This is an optimization exercise on Yosys and OpenROAD, whose aim is small area, not a production implementation.
Function was checked by simulation only, so behaviour that the tests miss may differ from the original.
Power figures rest on the tool's default switching activity, not on a simulated workload.

$ cat flow/constraint.sdc
create_clock -name core_clock -period 25.0 [get_ports {CLOCK_50}]
set_input_delay 5.0000 -clock core_clock [delete_from_list [all_inputs] [get_ports {CLOCK_50}]]
set_output_delay 5.0000 -clock core_clock [all_outputs]
set_load 0.01 [all_outputs]
$ cat flow/run.sh
#!/bin/bash
# synth_recipe.tcl (not shown) runs the flow's synth.tcl, then flattens the netlist and writes it again
# the make line also repeats each setting of config.mk as NAME=value (left out here)
make -C /OpenROAD-flow-scripts/flow DESIGN_CONFIG=/design/flow/config.mk WORK_HOME=/design/flow/orfs CLKGATE_MAP_FILE= SYNTH_SCRIPT=/design/flow/synth_recipe.tcl finish
$ cat flow/design.v
module LFSR(i_Clk, i_Rst, o_Rand);
    input  wire       i_Clk;   
    input  wire       i_Rst;    
    output wire [7:0] o_Rand; 
    reg  [15:0] r_LFSR;      
    wire        w_Feedback;
    assign w_Feedback = r_LFSR[15] ^ r_LFSR[13] ^ r_LFSR[12] ^ r_LFSR[10];
    always@(posedge i_Clk, negedge i_Rst)
    begin
        if (!i_Rst) begin
            r_LFSR <= 16'h1234; 
        end
        else begin
            r_LFSR <= {r_LFSR[14:0], w_Feedback};
        end
    end
    assign o_Rand = r_LFSR[7:0];
endmodule
module OnePushControl(
    input  wire i_Clk,
    input  wire i_Rst,       
    input  wire i_Push,      
    output reg  o_fPush      
);
    wire w_PushActiveHigh = ~i_Push; 
    parameter DEBOUNCE_MAX = 30;  
    reg r_PushSync0;
    reg r_PushSync1;
    always @(posedge i_Clk or negedge i_Rst) begin
        if (!i_Rst) begin
            r_PushSync0 <= 1'b0;
            r_PushSync1 <= 1'b0;
        end else begin
            r_PushSync0 <= w_PushActiveHigh;  
            r_PushSync1 <= r_PushSync0;
        end
    end
    wire w_Push = r_PushSync1;  
    localparam S_IDLE  = 2'd0;
    localparam S_PULSE = 2'd1;
    localparam S_WAIT  = 2'd2;
    reg [1:0]  r_State, r_NextState;
    reg [18:0] r_Cnt;  
    always @(posedge i_Clk or negedge i_Rst) begin
        if (!i_Rst) begin
            r_State <= S_IDLE;
            r_Cnt   <= 19'd0;
        end else begin
            r_State <= r_NextState;
            if (r_State == S_WAIT) begin
                if (r_Cnt < DEBOUNCE_MAX)
                    r_Cnt <= r_Cnt + 1'b1;
            end else begin
                r_Cnt <= 19'd0;  
            end
        end
    end
    always @(*) begin
        r_NextState = r_State;
        o_fPush     = 1'b0;
        case (r_State)
            S_IDLE: begin
                if (w_Push == 1'b1) 
                    r_NextState = S_PULSE;
            end
            S_PULSE: begin
                o_fPush     = 1'b1;
                r_NextState = S_WAIT;
            end
            S_WAIT: begin
                if (r_Cnt >= DEBOUNCE_MAX) begin
                    if (w_Push == 1'b0)
                        r_NextState = S_IDLE;
                end
            end
            default: r_NextState = S_IDLE;
        endcase
    end
endmodule
module PushControl (
    input  wire       i_Clk,
    input  wire       i_Rst,
    input  wire [3:0] i_Push,     
    output wire [3:0] o_fPush     
);
    OnePushControl u_Btn0 (
        .i_Clk(i_Clk), .i_Rst(i_Rst),
        .i_Push(i_Push[0]), .o_fPush(o_fPush[0])
    );
    OnePushControl u_Btn1 (
        .i_Clk(i_Clk), .i_Rst(i_Rst),
        .i_Push(i_Push[1]), .o_fPush(o_fPush[1])
    );
    OnePushControl u_Btn2 (
        .i_Clk(i_Clk), .i_Rst(i_Rst),
        .i_Push(i_Push[2]), .o_fPush(o_fPush[2])
    );
    OnePushControl u_Btn3 (
        .i_Clk(i_Clk), .i_Rst(i_Rst),
        .i_Push(i_Push[3]), .o_fPush(o_fPush[3])
    );
endmodule
module GameLogic (
    input  wire        i_Clk,         
    input  wire        i_Rst,         
    input  wire [3:0]  i_Pulse,       
    input  wire [7:0]  i_Rand_Val,    
    input  wire [1:0]  i_Speed_Opt,   
    input  wire        i_View_Mode,   
    input  wire        i_Start_Btn,   
    output reg  [63:0] o_Map_Data,    
    output reg  [15:0] o_Score,
    output reg  [7:0]  o_Combo,
    output reg  [9:0]  o_HP,
    output reg  [1:0]  o_Sound_Cmd    
);
    localparam S_IDLE     = 2'd0;
    localparam S_PLAY     = 2'd1;
    localparam S_GAMEOVER = 2'd2;
    localparam SPEED_BASE_1X = 32'd1000;   
    localparam SPEED_LIMIT   = 32'd200;    
    localparam SPEED_STEP    = 32'd2;      
    reg [1:0]  r_State;
    reg [31:0] r_Wait_Cnt;
    reg [15:0] r_Score, r_HighScore; 
    reg [7:0]  r_Combo, r_HighCombo;
    reg [9:0]  r_HP;
    reg [63:0] r_Map;        
    reg [31:0] r_Speed_Cnt;
    reg [31:0] r_Speed_Max;
    reg [63:0] v_Map_Temp; 
    reg [7:0]  v_New_Row;
    always @(posedge i_Clk or negedge i_Rst) begin
        if (!i_Rst) begin
            r_State     <= S_IDLE;
            r_Score     <= 0;
            r_Combo     <= 0;
            r_HP        <= 10'b11_1111_1111;  
            r_Map       <= 64'd0;
            r_Speed_Cnt <= 0;
            r_Speed_Max <= SPEED_BASE_1X;
            o_Sound_Cmd <= 2'd0;
            r_HighScore <= 0;   
            r_HighCombo <= 0;
        end
        else begin
            o_Sound_Cmd <= 2'd0; 
            case (r_State)
                S_IDLE: begin
                    case (i_Speed_Opt)
                        2'b00: r_Speed_Max <= SPEED_BASE_1X;
                        2'b01: r_Speed_Max <= SPEED_BASE_1X >> 1;  
                        2'b10: r_Speed_Max <= SPEED_BASE_1X >> 2;  
                        default: r_Speed_Max <= SPEED_BASE_1X;
                    endcase
                    if (i_Start_Btn) begin
                        r_Score <= 0;
                        r_Combo <= 0;
                        r_HP    <= 10'b11_1111_1111;
                        r_Map   <= 64'd0;
                        r_State <= S_PLAY;
                    end
                end
                S_PLAY: begin
                    v_Map_Temp = r_Map;
                    if (r_HP == 10'd0) begin
                        r_State    <= S_GAMEOVER;
                        r_Wait_Cnt <= 0;
                        if (r_Score > r_HighScore) r_HighScore <= r_Score;
                    end
                    else begin
                        if (i_Pulse[3]) begin
                            if (v_Map_Temp[1:0] != 2'b00) begin  
                                if (r_Speed_Cnt > (r_Speed_Max >> 3) && r_Speed_Cnt < (r_Speed_Max >> 1)) begin
                                    r_Score <= r_Score + 10; o_Sound_Cmd <= 2'd1;  
                                end else begin
                                    r_Score <= r_Score + 5;  o_Sound_Cmd <= 2'd2;  
                                end
                                if (r_Combo < 8'd99) begin
                                    r_Combo <= r_Combo + 1;
                                end
                                v_Map_Temp[1:0] = 2'b00;  
                                if (r_Speed_Max > SPEED_LIMIT) r_Speed_Max <= r_Speed_Max - SPEED_STEP;
                            end else begin
                                r_HP <= {r_HP[8:0], 1'b0}; r_Combo <= 0; o_Sound_Cmd <= 2'd3;
                            end
                        end
                        if (i_Pulse[2]) begin
                            if (v_Map_Temp[3:2] != 2'b00) begin
                                if (r_Speed_Cnt > (r_Speed_Max >> 3) && r_Speed_Cnt < (r_Speed_Max >> 1)) begin
                                    r_Score <= r_Score + 10; o_Sound_Cmd <= 2'd1;
                                end else begin
                                    r_Score <= r_Score + 5;  o_Sound_Cmd <= 2'd2;
                                end
                                if (r_Combo < 8'd99) begin
                                    r_Combo <= r_Combo + 1;
                                end
                                v_Map_Temp[3:2] = 2'b00;
                                if (r_Speed_Max > SPEED_LIMIT) r_Speed_Max <= r_Speed_Max - SPEED_STEP;
                            end else begin
                                r_HP <= {r_HP[8:0], 1'b0}; r_Combo <= 0; o_Sound_Cmd <= 2'd3;
                            end
                        end
                        if (i_Pulse[1]) begin
                            if (v_Map_Temp[5:4] != 2'b00) begin
                                if (r_Speed_Cnt > (r_Speed_Max >> 3) && r_Speed_Cnt < (r_Speed_Max >> 1)) begin
                                    r_Score <= r_Score + 10; o_Sound_Cmd <= 2'd1;
                                end else begin
                                    r_Score <= r_Score + 5;  o_Sound_Cmd <= 2'd2;
                                end
                                if (r_Combo < 8'd99) begin
                                    r_Combo <= r_Combo + 1;
                                end
                                v_Map_Temp[5:4] = 2'b00;
                                if (r_Speed_Max > SPEED_LIMIT) r_Speed_Max <= r_Speed_Max - SPEED_STEP;
                            end else begin
                                r_HP <= {r_HP[8:0], 1'b0}; r_Combo <= 0; o_Sound_Cmd <= 2'd3;
                            end
                        end
                        if (i_Pulse[0]) begin
                            if (v_Map_Temp[7:6] != 2'b00) begin
                                if (r_Speed_Cnt > (r_Speed_Max >> 3) && r_Speed_Cnt < (r_Speed_Max >> 1)) begin
                                    r_Score <= r_Score + 10; o_Sound_Cmd <= 2'd1;
                                end else begin
                                    r_Score <= r_Score + 5;  o_Sound_Cmd <= 2'd2;
                                end
                                if (r_Combo < 8'd99) begin
                                    r_Combo <= r_Combo + 1;
                                end
                                v_Map_Temp[7:6] = 2'b00;
                                if (r_Speed_Max > SPEED_LIMIT) r_Speed_Max <= r_Speed_Max - SPEED_STEP;
                            end else begin
                                r_HP <= {r_HP[8:0], 1'b0}; r_Combo <= 0; o_Sound_Cmd <= 2'd3;
                            end
                        end
                        if (r_Speed_Cnt < r_Speed_Max) begin
                            r_Speed_Cnt <= r_Speed_Cnt + 1;
                            r_Map       <= v_Map_Temp;  
                        end
                        else begin
                            r_Speed_Cnt <= 0;
                            if (v_Map_Temp[7:0] != 8'd0) begin
                                r_HP    <= {r_HP[8:0], 1'b0}; 
                                r_Combo <= 0;
                                o_Sound_Cmd <= 2'd3;
                            end
                            v_New_Row = 8'd0;  
                            if (i_Rand_Val[3:0] > 4'd7) begin  
                                v_New_Row[7:6] = i_Rand_Val[7] ? 2'b11 : 2'b00;
                                v_New_Row[5:4] = i_Rand_Val[6] ? 2'b11 : 2'b00;
                                v_New_Row[3:2] = i_Rand_Val[5] ? 2'b11 : 2'b00;
                                v_New_Row[1:0] = i_Rand_Val[4] ? 2'b11 : 2'b00;
                            end
                            r_Map <= {v_New_Row, v_Map_Temp[63:8]};
                        end
                    end
                    if (r_Combo > r_HighCombo) begin
                        r_HighCombo <= r_Combo;
                    end
                end
                S_GAMEOVER: begin
                    if (r_Wait_Cnt < 32'd1500)  
                        r_Wait_Cnt <= r_Wait_Cnt + 1;
                    else 
                        r_State <= S_IDLE;
                end
            endcase
        end
    end
    always @(*) begin
        o_Map_Data = r_Map;
        o_HP       = r_HP;
        if (i_View_Mode) begin
            o_Score = r_HighScore;   
            o_Combo = r_HighCombo;   
        end else begin
            o_Score = r_Score;       
            o_Combo = r_Combo;       
        end
    end
endmodule
module DotMatrix(i_Clk, i_Rst, i_Data, o_DM_Col, o_DM_Row, o_fDone);
 input i_Clk;
 input i_Rst;
 input [63:0] i_Data;
 output wire [7:0] o_DM_Col, o_DM_Row;
 output wire o_fDone;
 reg [7:0] c_Row, n_Row;
 reg [16:0] c_Cnt, n_Cnt;
 wire f2ms;
 assign o_fDone = c_Row[7] && f2ms;
 assign o_DM_Row = ~c_Row;
wire [7:0] w_Col_Data;
assign w_Col_Data =
    (c_Row[7] ? i_Data[8*7+:8] : 0) |
    (c_Row[6] ? i_Data[8*6+:8] : 0) |
    (c_Row[5] ? i_Data[8*5+:8] : 0) |
    (c_Row[4] ? i_Data[8*4+:8] : 0) |
    (c_Row[3] ? i_Data[8*3+:8] : 0) |
    (c_Row[2] ? i_Data[8*2+:8] : 0) |
    (c_Row[1] ? i_Data[8*1+:8] : 0) |
    (c_Row[0] ? i_Data[8*0+:8] : 0);
assign o_DM_Col = w_Col_Data; 
 assign f2ms = c_Cnt== 12 -1;  
 always@(posedge i_Clk, negedge i_Rst)
 if(!i_Rst) begin
    c_Row <= 1;
    c_Cnt <= 0;
    end
    else begin
        c_Row <= n_Row;
        c_Cnt <= n_Cnt;
    end
 always@*
    begin
        n_Cnt = f2ms ? 0 : c_Cnt+ 1;
        n_Row = f2ms ? {c_Row[6:0], c_Row[7]} : c_Row;
    end
 endmodule
module FND(sel, o_FND);
input wire [3:0] sel;
output reg [6:0] o_FND;
always@*
    case(sel)
        4'h0 : o_FND = 7'b1000000;
        4'h1 : o_FND = 7'b1111001;
        4'h2 : o_FND = 7'b0100100;
        4'h3 : o_FND = 7'b0110000;
        4'h4 : o_FND = 7'b0011001;
        4'h5 : o_FND = 7'b0010010;
        4'h6 : o_FND = 7'b0000010;
        4'h7 : o_FND = 7'b1011000;
        4'h8 : o_FND = 7'b0000000;
        4'h9 : o_FND = 7'b0011000;
        4'hA : o_FND = 7'b0001000;
        4'hB : o_FND = 7'b0000011;
        4'hC : o_FND = 7'b0100110;
        4'hD : o_FND = 7'b0010001;
        4'hE : o_FND = 7'b0000110;
        4'hF : o_FND = 7'b0001110;
    endcase
endmodule
module Sound (
    input  wire       i_Clk,         
    input  wire       i_Rst_n,
    input  wire [1:0] i_Sound_Cmd,   
    output reg        o_Piezo
);
    localparam [17:0] TONE_DIV_PERF_1 = 18'd24;    
    localparam [17:0] TONE_DIV_PERF_2 = 18'd16;    
    localparam [17:0] TONE_DIV_GOOD   = 18'd48;    
    localparam [17:0] TONE_DIV_MISS   = 18'd62;    
    localparam [23:0] DUR_PERF = 24'd150;   
    localparam [23:0] DUR_GOOD = 24'd112;   
    localparam [23:0] DUR_MISS = 24'd200;   
    reg        r_active;        
    reg [1:0]  r_current_cmd;   
    reg [17:0] r_tone_max;     
    reg [17:0] r_tone_cnt;
    reg [23:0] r_dur_max;
    reg [23:0] r_dur_cnt;
    always @(posedge i_Clk or negedge i_Rst_n) begin
        if (!i_Rst_n) begin
            r_active      <= 1'b0;
            r_current_cmd <= 2'd0;
            r_tone_max    <= 18'd0;
            r_tone_cnt    <= 18'd0;
            r_dur_max     <= 24'd0;
            r_dur_cnt     <= 24'd0;
            o_Piezo       <= 1'b0;
        end else begin
            if (i_Sound_Cmd != 2'd0) begin
                r_active      <= 1'b1;
                r_current_cmd <= i_Sound_Cmd;  
                r_tone_cnt    <= 18'd0;
                r_dur_cnt     <= 24'd0;
                o_Piezo       <= 1'b0;
                case (i_Sound_Cmd)
                    2'd1: r_dur_max <= DUR_PERF;  
                    2'd2: r_dur_max <= DUR_GOOD;  
                    2'd3: r_dur_max <= DUR_MISS;  
                    default: r_dur_max <= 24'd0;
                endcase
            end 
            else if (r_active) begin
                if (r_dur_cnt >= r_dur_max) begin
                    r_active <= 1'b0;
                    o_Piezo  <= 1'b0;
                end else begin
                    r_dur_cnt <= r_dur_cnt + 1'b1;
                    if (r_current_cmd == 2'd1) begin
                        if (r_dur_cnt < (DUR_PERF / 2)) 
                            r_tone_max <= TONE_DIV_PERF_1;  
                        else 
                            r_tone_max <= TONE_DIV_PERF_2;  
                    end
                    else if (r_current_cmd == 2'd2) begin
                        r_tone_max <= TONE_DIV_GOOD;
                    end
                    else if (r_current_cmd == 2'd3) begin
                        r_tone_max <= TONE_DIV_MISS;
                    end
                    if (r_tone_max != 18'd0) begin
                        if (r_tone_cnt >= r_tone_max) begin
                            r_tone_cnt <= 18'd0;
                            o_Piezo    <= ~o_Piezo;  
                        end else begin
                            r_tone_cnt <= r_tone_cnt + 1'b1;
                        end
                    end
                end
            end 
            else begin
                o_Piezo <= 1'b0;
            end
        end
    end
endmodule
module UI (
    input  wire        i_Clk,
    input  wire        i_Rst_n,
    input  wire [15:0] i_Score,       
    input  wire [7:0]  i_Combo,       
    input  wire [1:0]  i_Sound_Cmd,   
    output wire [6:0]  o_HEX0, o_HEX1, o_HEX2, o_HEX3,  
    output wire [6:0]  o_HEX4, o_HEX5,                  
    output wire        o_Piezo                          
);
    wire [3:0] score_1    = i_Score % 10;
    wire [3:0] score_10   = (i_Score / 10) % 10;
    wire [3:0] score_100  = (i_Score / 100) % 10;
    wire [3:0] score_1000 = (i_Score / 1000) % 10;
    wire [3:0] combo_1    = i_Combo % 10;
    wire [3:0] combo_10   = (i_Combo / 10) % 10;
    FND u_Score_0 (.sel(score_1),    .o_FND(o_HEX0));
    FND u_Score_1 (.sel(score_10),   .o_FND(o_HEX1));
    FND u_Score_2 (.sel(score_100),  .o_FND(o_HEX2));
    FND u_Score_3 (.sel(score_1000), .o_FND(o_HEX3));
    FND u_Combo_0 (.sel(combo_1),    .o_FND(o_HEX4));
    FND u_Combo_1 (.sel(combo_10),   .o_FND(o_HEX5));
    Sound u_Sound (
        .i_Clk      (i_Clk),
        .i_Rst_n    (i_Rst_n),
        .i_Sound_Cmd(i_Sound_Cmd),
        .o_Piezo    (o_Piezo)
    );
endmodule
module RhythmGame_Top (
    input  wire        CLOCK_50,     
    input  wire [3:0]  KEY,          
    input  wire [9:0]  SW,           
    output wire [6:0]  HEX0, HEX1, HEX2, HEX3, HEX4, HEX5,  
    output wire [9:0]  LEDR,         
    output wire [7:0]  o_DM_Row, 
    output wire [7:0]  o_DM_Col,
    output wire        o_Piezo       
);
    wire        w_Rst_n;       
    wire [3:0]  w_Push_Pulse;  
    wire [7:0]  w_Rand_Val;    
    wire [63:0] w_Map_Data;    
    wire [15:0] w_Score;
    wire [7:0]  w_Combo;
    wire [1:0]  w_Sound_Cmd;
    wire [9:0]  w_HP;
    assign w_Rst_n = SW[9];
    LFSR u_LFSR (
        .i_Clk   (CLOCK_50),
        .i_Rst   (w_Rst_n),
        .o_Rand  (w_Rand_Val)
    );
    PushControl u_Input (
        .i_Clk   (CLOCK_50),
        .i_Rst   (w_Rst_n),
        .i_Push  (KEY),          
        .o_fPush (w_Push_Pulse)
    );
    GameLogic u_GameCore (
        .i_Clk       (CLOCK_50),
        .i_Rst       (w_Rst_n),
        .i_Pulse     (w_Push_Pulse),
        .i_Rand_Val  (w_Rand_Val),
        .i_Speed_Opt (SW[1:0]),      
        .i_View_Mode (SW[2]),        
        .i_Start_Btn (SW[8]),        
        .o_Map_Data  (w_Map_Data),
        .o_Score     (w_Score),
        .o_Combo     (w_Combo),
        .o_HP        (w_HP),
        .o_Sound_Cmd (w_Sound_Cmd)
    );
    DotMatrix u_Display (
        .i_Clk      (CLOCK_50),
        .i_Rst      (w_Rst_n),
        .i_Data     (w_Map_Data),
        .o_DM_Col   (o_DM_Col),      
        .o_DM_Row   (o_DM_Row),      
        .o_fDone    ()               
    );
    UI u_UI (
        .i_Clk       (CLOCK_50),
        .i_Rst_n     (w_Rst_n),
        .i_Score     (w_Score),
        .i_Combo     (w_Combo),
        .i_Sound_Cmd (w_Sound_Cmd),
        .o_HEX0(HEX0), .o_HEX1(HEX1), .o_HEX2(HEX2), .o_HEX3(HEX3),
        .o_HEX4(HEX4), .o_HEX5(HEX5),
        .o_Piezo(o_Piezo)
    );
    assign LEDR = w_HP;
endmodule
$ cat flow/config.mk
export PLATFORM = sky130hd
export DESIGN_NAME = RhythmGame_Top
export DESIGN_NICKNAME = RhythmGame_Top
export VERILOG_FILES = /design/flow/design.v
export SDC_FILE = /design/flow/constraint.sdc
export NUM_CORES = 4
export LEC_CHECK = 0
export CAP_MARGIN = 20
export CORE_MARGIN = 2
export CORE_UTILIZATION = 40
export SLEW_MARGIN = 20
==> metrics.csv <==
stage,metric,value,unit
layout,seqCellArea,9750,um2
layout,fin_cells,5157,
logic_synthesis,yosysTopAreaCellShare,0.247,
timing,fmaxAchievable,42.1,MHz
layout,mostFrequentLayoutCells,"nor2_1, nand2_1, dfrtp_1",
logic_synthesis,synth.distinct_cells,130,
worst_setup_path,max_stage_delay,0.69,ns
drt,vias,30305,
die,fp.dieH,292,um
worst_setup_path,crit_fanout,25,
logic_synthesis,synth.area.top_cells,"dfrtp_1, ha_1, nor2_1",
logic_synthesis,synth_area_leader_cell,dfrtp_1,
die,rows,105,
timing,setup_viol,0,
grt,grtUsageTotal,0.199,
drt,drt-pass1-iter-count,6,
cts,clkTransAtPathRegs,0.06,ns
pwr,p_clk_frac,0.288,
pwr,leakage,15.8,nW
logic_synthesis,ys_ff_latch,382,
cts,cts_tree,yes,
pwr,cell_internal_pwr,1.44,mW
logic_synthesis,synth_area,33200,um2
timing,tightest_slew,1.13,ns
worst_setup_path,crit_arrival,18.75,ns
die,core,82200,um2
placed_design,gp_congestion,0.903,
run_status,status,timing/DRC/antenna clean,
cts,cts-hold-fix-buffers,0,
logic_synthesis,synthCells,4063,
worst_setup_path,worst_setup_path_end_kind,primary output,
drt,finalWirelength,86.9,mm
logic_synthesis,avgSynthCellArea,8.18,um2
timing,finalCritPeriodShare,0.950,
cts,ctsLongestPathBuffers,3,
pwr,p_seq_frac,0.338,
logic_synthesis,ys_async_sr_fraction,0.916,
job,cap_violations,0,
worst_setup_path,crit_slowest_cell,nor4b_4,
worst_setup_path,reg2reg_depth,33,
layout,fillers,8200,
timing,rsz0062_at_grt,no,
cts,root_buffer,clkbuf_16,
drt,drtIter0Drc,2063,
layout,antenna_cells,0,
cts,h-tree-depth,2,
pwr,report.power.total,2.27,mW
logic_synthesis,yosysSeqAreaShare,0.293,
grt,grt_pass1_vias,28576,
logic_synthesis,synth_edf_count,32,
timing,drv_slew,0,
min_path,hold_depth,0,
pwr,switching_share,0.367,
grt,antenna_found_initial,1,
pwr,power.switching,0.835,mW
layout,drive_gt1_frac,0.0756,
pwr,p_comb_frac,0.374,
grt,overflow,0,
worst_setup_path,cp.required,20.00,ns
timing,slew_headroom,0.244,
cts,clk_latency,0.59,ns
placed_design,dpl.hpwl,62.9,mm
grt,grt_pass1_wl,146,mm
die,die_w,292,um
layout,mostFrequentLayoutCell,nor2_1,
logic_synthesis,syn_nets,4296,
timing,post-route-min-period,23.75,ns
logic_synthesis,yosysWarnings,6,
die,initial_core_util,0.404,
pwr,power.density,62.2,nW/um2
pwr,vdd_drop_max,0.0766,mV
timing,fin_tns_setup,0,ns
worst_setup_path,critPathLaunchType,primary input,
worst_setup_path,critical_path_class,primary input to primary output,
cts,cts_resized,0,
placed_design,place.port_buffers,78,
drt,drcViolationCount,0,
die,ios,84,
min_path,hold_class,register to register,
drt,vias_per_cell,5.88,
cts,cts_buffers,44,
timing,hold_viol_final,0,
placed_design,place_inst,5074,
timing,finClkSkew,0.0656,ns
logic_synthesis,synth_ff_type,dfrtp_1,
drt,wl_per_cell,16.8,um
cts,cts_sinks,382,
drt,drtAntennaViolNets,0,
die,dieArea,85400,um2
layout,fin_nets,4285,
grt,grt_max_degree,164,
layout,syn_to_final_growth,9.83,%
layout,multi_input_area,22000,um2
power by group through the flow:
stage | logic (mW) | clock network (mW) | registers [mW]
5_1_grt | 0.958 | 0.701 | 0.778
2_1_floorplan | 0.574 | 0 | 0.761
3_5_place_dp | 0.858 | 0 | 0.777
6_report | 0.850 | 0.655 | 0.767
3_3_place_gp | 0.846 | 0 | 0.776
4_1_cts | 0.862 | 0.677 | 0.767
cell families after synthesis:
logic type      synth area share
mux                       0.0372
flops                      0.293
xor+xnor                  0.0576
compound gates             0.244
simple gates               0.237
fa+ha+maj                 0.0857
buf+inv                   0.0452
timing repair:
item	4_1_cts	5_1_grt
hold endpoints to repair	0	0
buffers inserted	0	2
setup endpoints to repair	0	4
worst paths after layout:
| path | from | end | slack, ns |
|---|---|---|---|
| worst max-delay path | SW[2] | HEX1[3] | 1.25 |
| worst min-delay path | u_Input.u_Btn3.r_PushSync0 | u_Input.u_Btn3.r_PushSync1 | 0.34 |
| worst max register to register | u_GameCore.r_Speed_Max[3] | u_GameCore.r_Score[14] | 19.47 |
| worst min register to register | u_Input.u_Btn3.r_PushSync0 | u_Input.u_Btn3.r_PushSync1 | 0.34 |
| max in group asynchronous | SW[9] | u_GameCore.r_Speed_Cnt[28] | 18.62 |
| min in group asynchronous | SW[9] | u_Input.u_Btn3.r_Cnt[18] | 4.33 |
synth_stat cells (37+ instances only):
library cell,instances
nor4_1,56
xor2_1,83
a21o_1,49
and2_1,114
nor2_1,381
and3_1,44
nand2b_1,65
a31oi_1,43
mux2i_1,71
a21oi_1,255
ha_1,218
mux2_2,37
nor2b_1,59
nand2_1,368
nand4_1,90
inv_1,176
clkbuf_1,137
o21ai_0,269
dfrtp_1,328
a22o_1,45
o211ai_1,41
xnor2_1,128
nand3_1,128
nor3_1,98
a211oi_1,56
per-layer routing:
layer  global-route usage  wire length, um
met1                0.287            42400
met2                0.323            39300
met3               0.0195             3750
met4               0.0453             1440
met5                    0                0
sequential cells by signal, summed over array words and instances (netlist names), 19 cells and up:
signal	flops
u_GameCore.r_Map	36
u_GameCore.r_Speed_Cnt	32
u_GameCore.r_Wait_Cnt	32
u_GameCore.r_Speed_Max	31
u_UI.u_Sound.r_dur_cnt	24
u_Input.u_Btn0.r_Cnt	19
u_Input.u_Btn1.r_Cnt	19
u_Input.u_Btn2.r_Cnt	19
u_Input.u_Btn3.r_Cnt	19
area by class of cell:
cell class              instances  share of cell area
multi-input cells            3309               0.604
flip-flops and latches        382               0.267
repair buffers                133              0.0330
well taps                    1070              0.0367
clock inverters                22             0.00696
clock buffers                  59              0.0337
inverters                     182              0.0187
critical path: cells and delay by family:
| family | cells | cell delay, ns |
|---|---|---|
| AO/OA/AOI/OAI | 14 | 3.45 |
| XOR/XNOR | 2 | 0.66 |
| adder cells (fa/ha/maj) | 3 | 0.98 |
| buffers and inverters | 6 | 1.67 |
| multiplexers | 4 | 1.31 |
| AND/OR/NAND/NOR | 12 | 5.65 |
metrics by stage:
step | utilization | cell area (um2) | hold slack, ns | setup slack [ns]
after floorplan | - | 33200 | 0.331 | 3.99
after global placement | 0.426 | 35000 | 0.332 | 1.46
after detailed placement | 0.426 | 35000 | 0.335 | 1.31
after CTS | 0.444 | 36500 | 0.346 | 1.33
after global routing | 0.444 | 36500 | 0.361 | 0.0248
final | 0.444 | 36500 | 0.344 | 1.25

what the ideal ports hide:
How much do the figures lean on ideal ports? The routed layout below was timed once more, with nothing changed but the port constraints. Step 1 (the two cells are an assumption about what drives the block):
set clk [get_ports {CLOCK_50}]
set_driving_cell -lib_cell sky130_fd_sc_hd__clkbuf_16 $clk
set_driving_cell -lib_cell sky130_fd_sc_hd__buf_2 [delete_from_list [all_inputs] $clk]
Step 2 adds t to the input delays and takes it off the output delays; t is the mean of the earliest and latest rising clock arrival at the registers after step 1. Input paths then give back, and output paths get back, about the clock's delay inside the block. Three values: no drivers, after step 1, after step 2; two values: the first two.
shift t [ns]: 0.620
slack for setup (ns): 1.250 / 1.159 / 1.159
worst setup path at the end: input to output
After both steps setup and hold are still met in this run. The setup slack of this run moves by -0.091 ns with the drivers and by -0.091 ns with both steps.
